From an optimization exercise on the open Yosys and OpenROAD flow, aimed at small area and a short achievable clock period; shortcuts taken in it are not production practice. Function was checked by simulation only, so behaviour that the tests miss may differ from the original. No driver is modelled on the clock port, so clocking that relies on it looks cheaper here than on a real chip. Power figures rest on the tool's default switching activity, not on a simulated workload.

==> harbor <==
## axi_stream_insert_header
module axi_stream_insert_header #(
    parameter DATA_WD = 128,
    parameter DATA_BYTE_WD = DATA_WD / 8
) (
    input clk,
    input rst_n,
    input valid_in,
    input [DATA_WD-1 : 0] data_in,
    input [DATA_BYTE_WD-1 : 0] keep_in,
    input last_in,
    output reg ready_in,
    output reg valid_out,
    output reg [DATA_WD-1 : 0] data_out,
    output reg [DATA_BYTE_WD-1 : 0] keep_out,
    output reg last_out,
    input ready_out,
    input valid_insert,
    input [DATA_WD-1 : 0] header_insert,
    input [DATA_BYTE_WD-1 : 0] keep_insert,
    output reg ready_insert
);
export LEC_CHECK = 0
export CAP_MARGIN = 20
export CORE_MARGIN = 2
export CORE_UTILIZATION = 50
export SETUP_SLACK_MARGIN = 1.0
export SLEW_MARGIN = 20
create_clock -name core_clock -period 14.0 [get_ports {clk}]
standard.sh (not shown) runs the stock make flow with config.mk's settings and CLKGATE_MAP_FILE= SYNTH_SCRIPT=/design/flow/synth_recipe.tcl, a recipe that flattens the netlist after the stock synthesis.
==> flow/flow/run.sh <==
#!/bin/bash
# The standard ORFS layout (the standard.sh), with these changes made through
# ORFS's own hooks and variables:
#  - the port buffers are buf_1 cells, resized after placement (post_gp.tcl)
#  - clock tree synthesis without dummy loads, from clkbuf_8 cells
set -euo pipefail
here=$(pwd)
export BUFFER_PORTS_ARGS="-buffer_cell sky130_fd_sc_hd__buf_1"
export POST_GLOBAL_PLACE_TCL="$here/flow/post_gp.tcl"
export CTS_ARGS="-sink_clustering_enable -repair_clock_nets -dont_use_dummy_load -buf_list sky130_fd_sc_hd__clkbuf_8"
export POST_CTS_TCL="$here/flow/post_cts.tcl"
bash standard.sh > standard_flow.log 2>&1
==> flow/flow/post_cts.tcl <==
# Push setup timing past what the 14 ns clock asks for, so that the paths that set
# the achieved period get buffered and sized like critical paths.
repair_timing -setup -setup_margin 10.3 -skip_last_gasp
detailed_placement
check_placement -verbose
==> flow/flow/post_gp.tcl <==
# Give the output ports a stronger buffer than the buf_1 that buffer_ports inserted.
set out_buf sky130_fd_sc_hd__buf_2
set n 0
foreach bterm [[ord::get_db_block] getBTerms] {
  if {[$bterm getIoType] != "OUTPUT"} { continue }
  set net [$bterm getNet]
  if {$net == "NULL"} { continue }
  foreach iterm [$net getITerms] {
    if {![$iterm isOutputSignal]} { continue }
    set inst [$iterm getInst]
    if {[[$inst getMaster] getName] == "sky130_fd_sc_hd__buf_1"} {
      replace_cell [get_cells [$inst getName]] [get_lib_cells $out_buf]
      incr n
    }
  }
}
puts "post_gp.tcl: $n output buffers now $out_buf"
==> raven (differences from harbor) <==
--- a/flow/flow/run.sh
+++ b/flow/flow/run.sh
@@ -9,3 +9,3 @@
 export POST_GLOBAL_PLACE_TCL="$here/flow/post_gp.tcl"
-export CTS_ARGS="-sink_clustering_enable -repair_clock_nets -dont_use_dummy_load -buf_list sky130_fd_sc_hd__clkbuf_8"
+export CTS_ARGS="-sink_clustering_enable -repair_clock_nets -dont_use_dummy_load -buf_list sky130_fd_sc_hd__clkbuf_8 -sink_clustering_size 16 -sink_clustering_max_diameter 60"
 export POST_CTS_TCL="$here/flow/post_cts.tcl"
==> flow/flow/post_cts.tcl (replaced) <==
# Push setup timing past what the 14 ns clock asks for, so that the paths that set
# the achieved period get buffered and sized like critical paths.
repair_timing -setup -setup_margin 10.0 -skip_last_gasp
detailed_placement
check_placement -verbose
==> summary.txt <==
                                                                               harbor           raven
Met2 Routed Length                                                             24.9 mm         24.2 mm
Internal power summed over all cells                                           1.87 mW         1.63 mW
Global-route track usage on met3                                                0.0680          0.0590
Clock tree skew after final layout                                           0.0339 ns       0.0555 ns
Via count of the first global-routing pass                                       12.0k           11.6k
Register share of total power                                                    0.412           0.449
Max Clk Rate                                                                   259 MHz         255 MHz
Multi-input gate share of total cell area                                        0.480           0.506
Minimum setup slack in the final design                                       10.14 ns        10.07 ns
Clock-pin slew of the registers on the worst-case setup and hold paths         0.05 ns         0.09 ns
Clock network fraction of total power                                            0.238           0.192
Static leakage power                                                           7.67 nW         7.30 nW
Final std cell area, no fill                                               0.0191 mm^2     0.0181 mm^2
Met2 Track Usage GR                                                              0.522           0.507
Net switching power                                                             829 uW          773 uW
DR pass1 iterations                                                                  6               5
Seq pwr                                                                        1.11 mW         1.08 mW
Routed length per placed instance                                              24.3 um         24.2 um
Fraction of layout instances using a drive strength above 1                      0.473           0.404
Sequential fraction of total cell area                                           0.321           0.333
Outcome                                                                 finished clean  finished clean
Power drawn by the combinational cells                                          943 uW          863 uW
Hold slack final                                                              0.405 ns        0.416 ns
DRT Wirelength                                                                 46.2 mm         45.4 mm
Layout clock buffer count                                                           52              29
First-pass GRT wire length                                                     69.6 mm         67.9 mm
Clock insertion delay at the later pin of the skew report                      0.57 ns         0.60 ns

afterwards: timing with drivers on the ports:
The results above use ideal ports. As a check the final layouts listed here were re-extracted and re-timed, cells and wires unchanged.
Step 1, drivers: a clkbuf_16 drives clk and a buf_2 each remaining input, both assumed.
Step 2 adds t to the input delays and takes it off the output delays; t is the mean of the earliest and latest rising clock arrival at the registers after step 1. Input paths then give back, and output paths get back, about the clock's delay inside the block.
a / b / c = ideal ports / drivers / drivers and shift; a / b = the first two.
| run | t (ns) | setup slack, ns | worst setup path after step 2 |
|---|---|---|---|
| harbor | 0.601 | 10.140 / 10.094 / 9.667 | input to register |
| raven | 0.619 | 10.073 / 10.023 / 9.657 | input to register |
After both steps setup and hold are still met in every run listed. The setup slack of harbor, which loses most, moves by -0.046 ns with the drivers and by -0.473 ns with both steps.
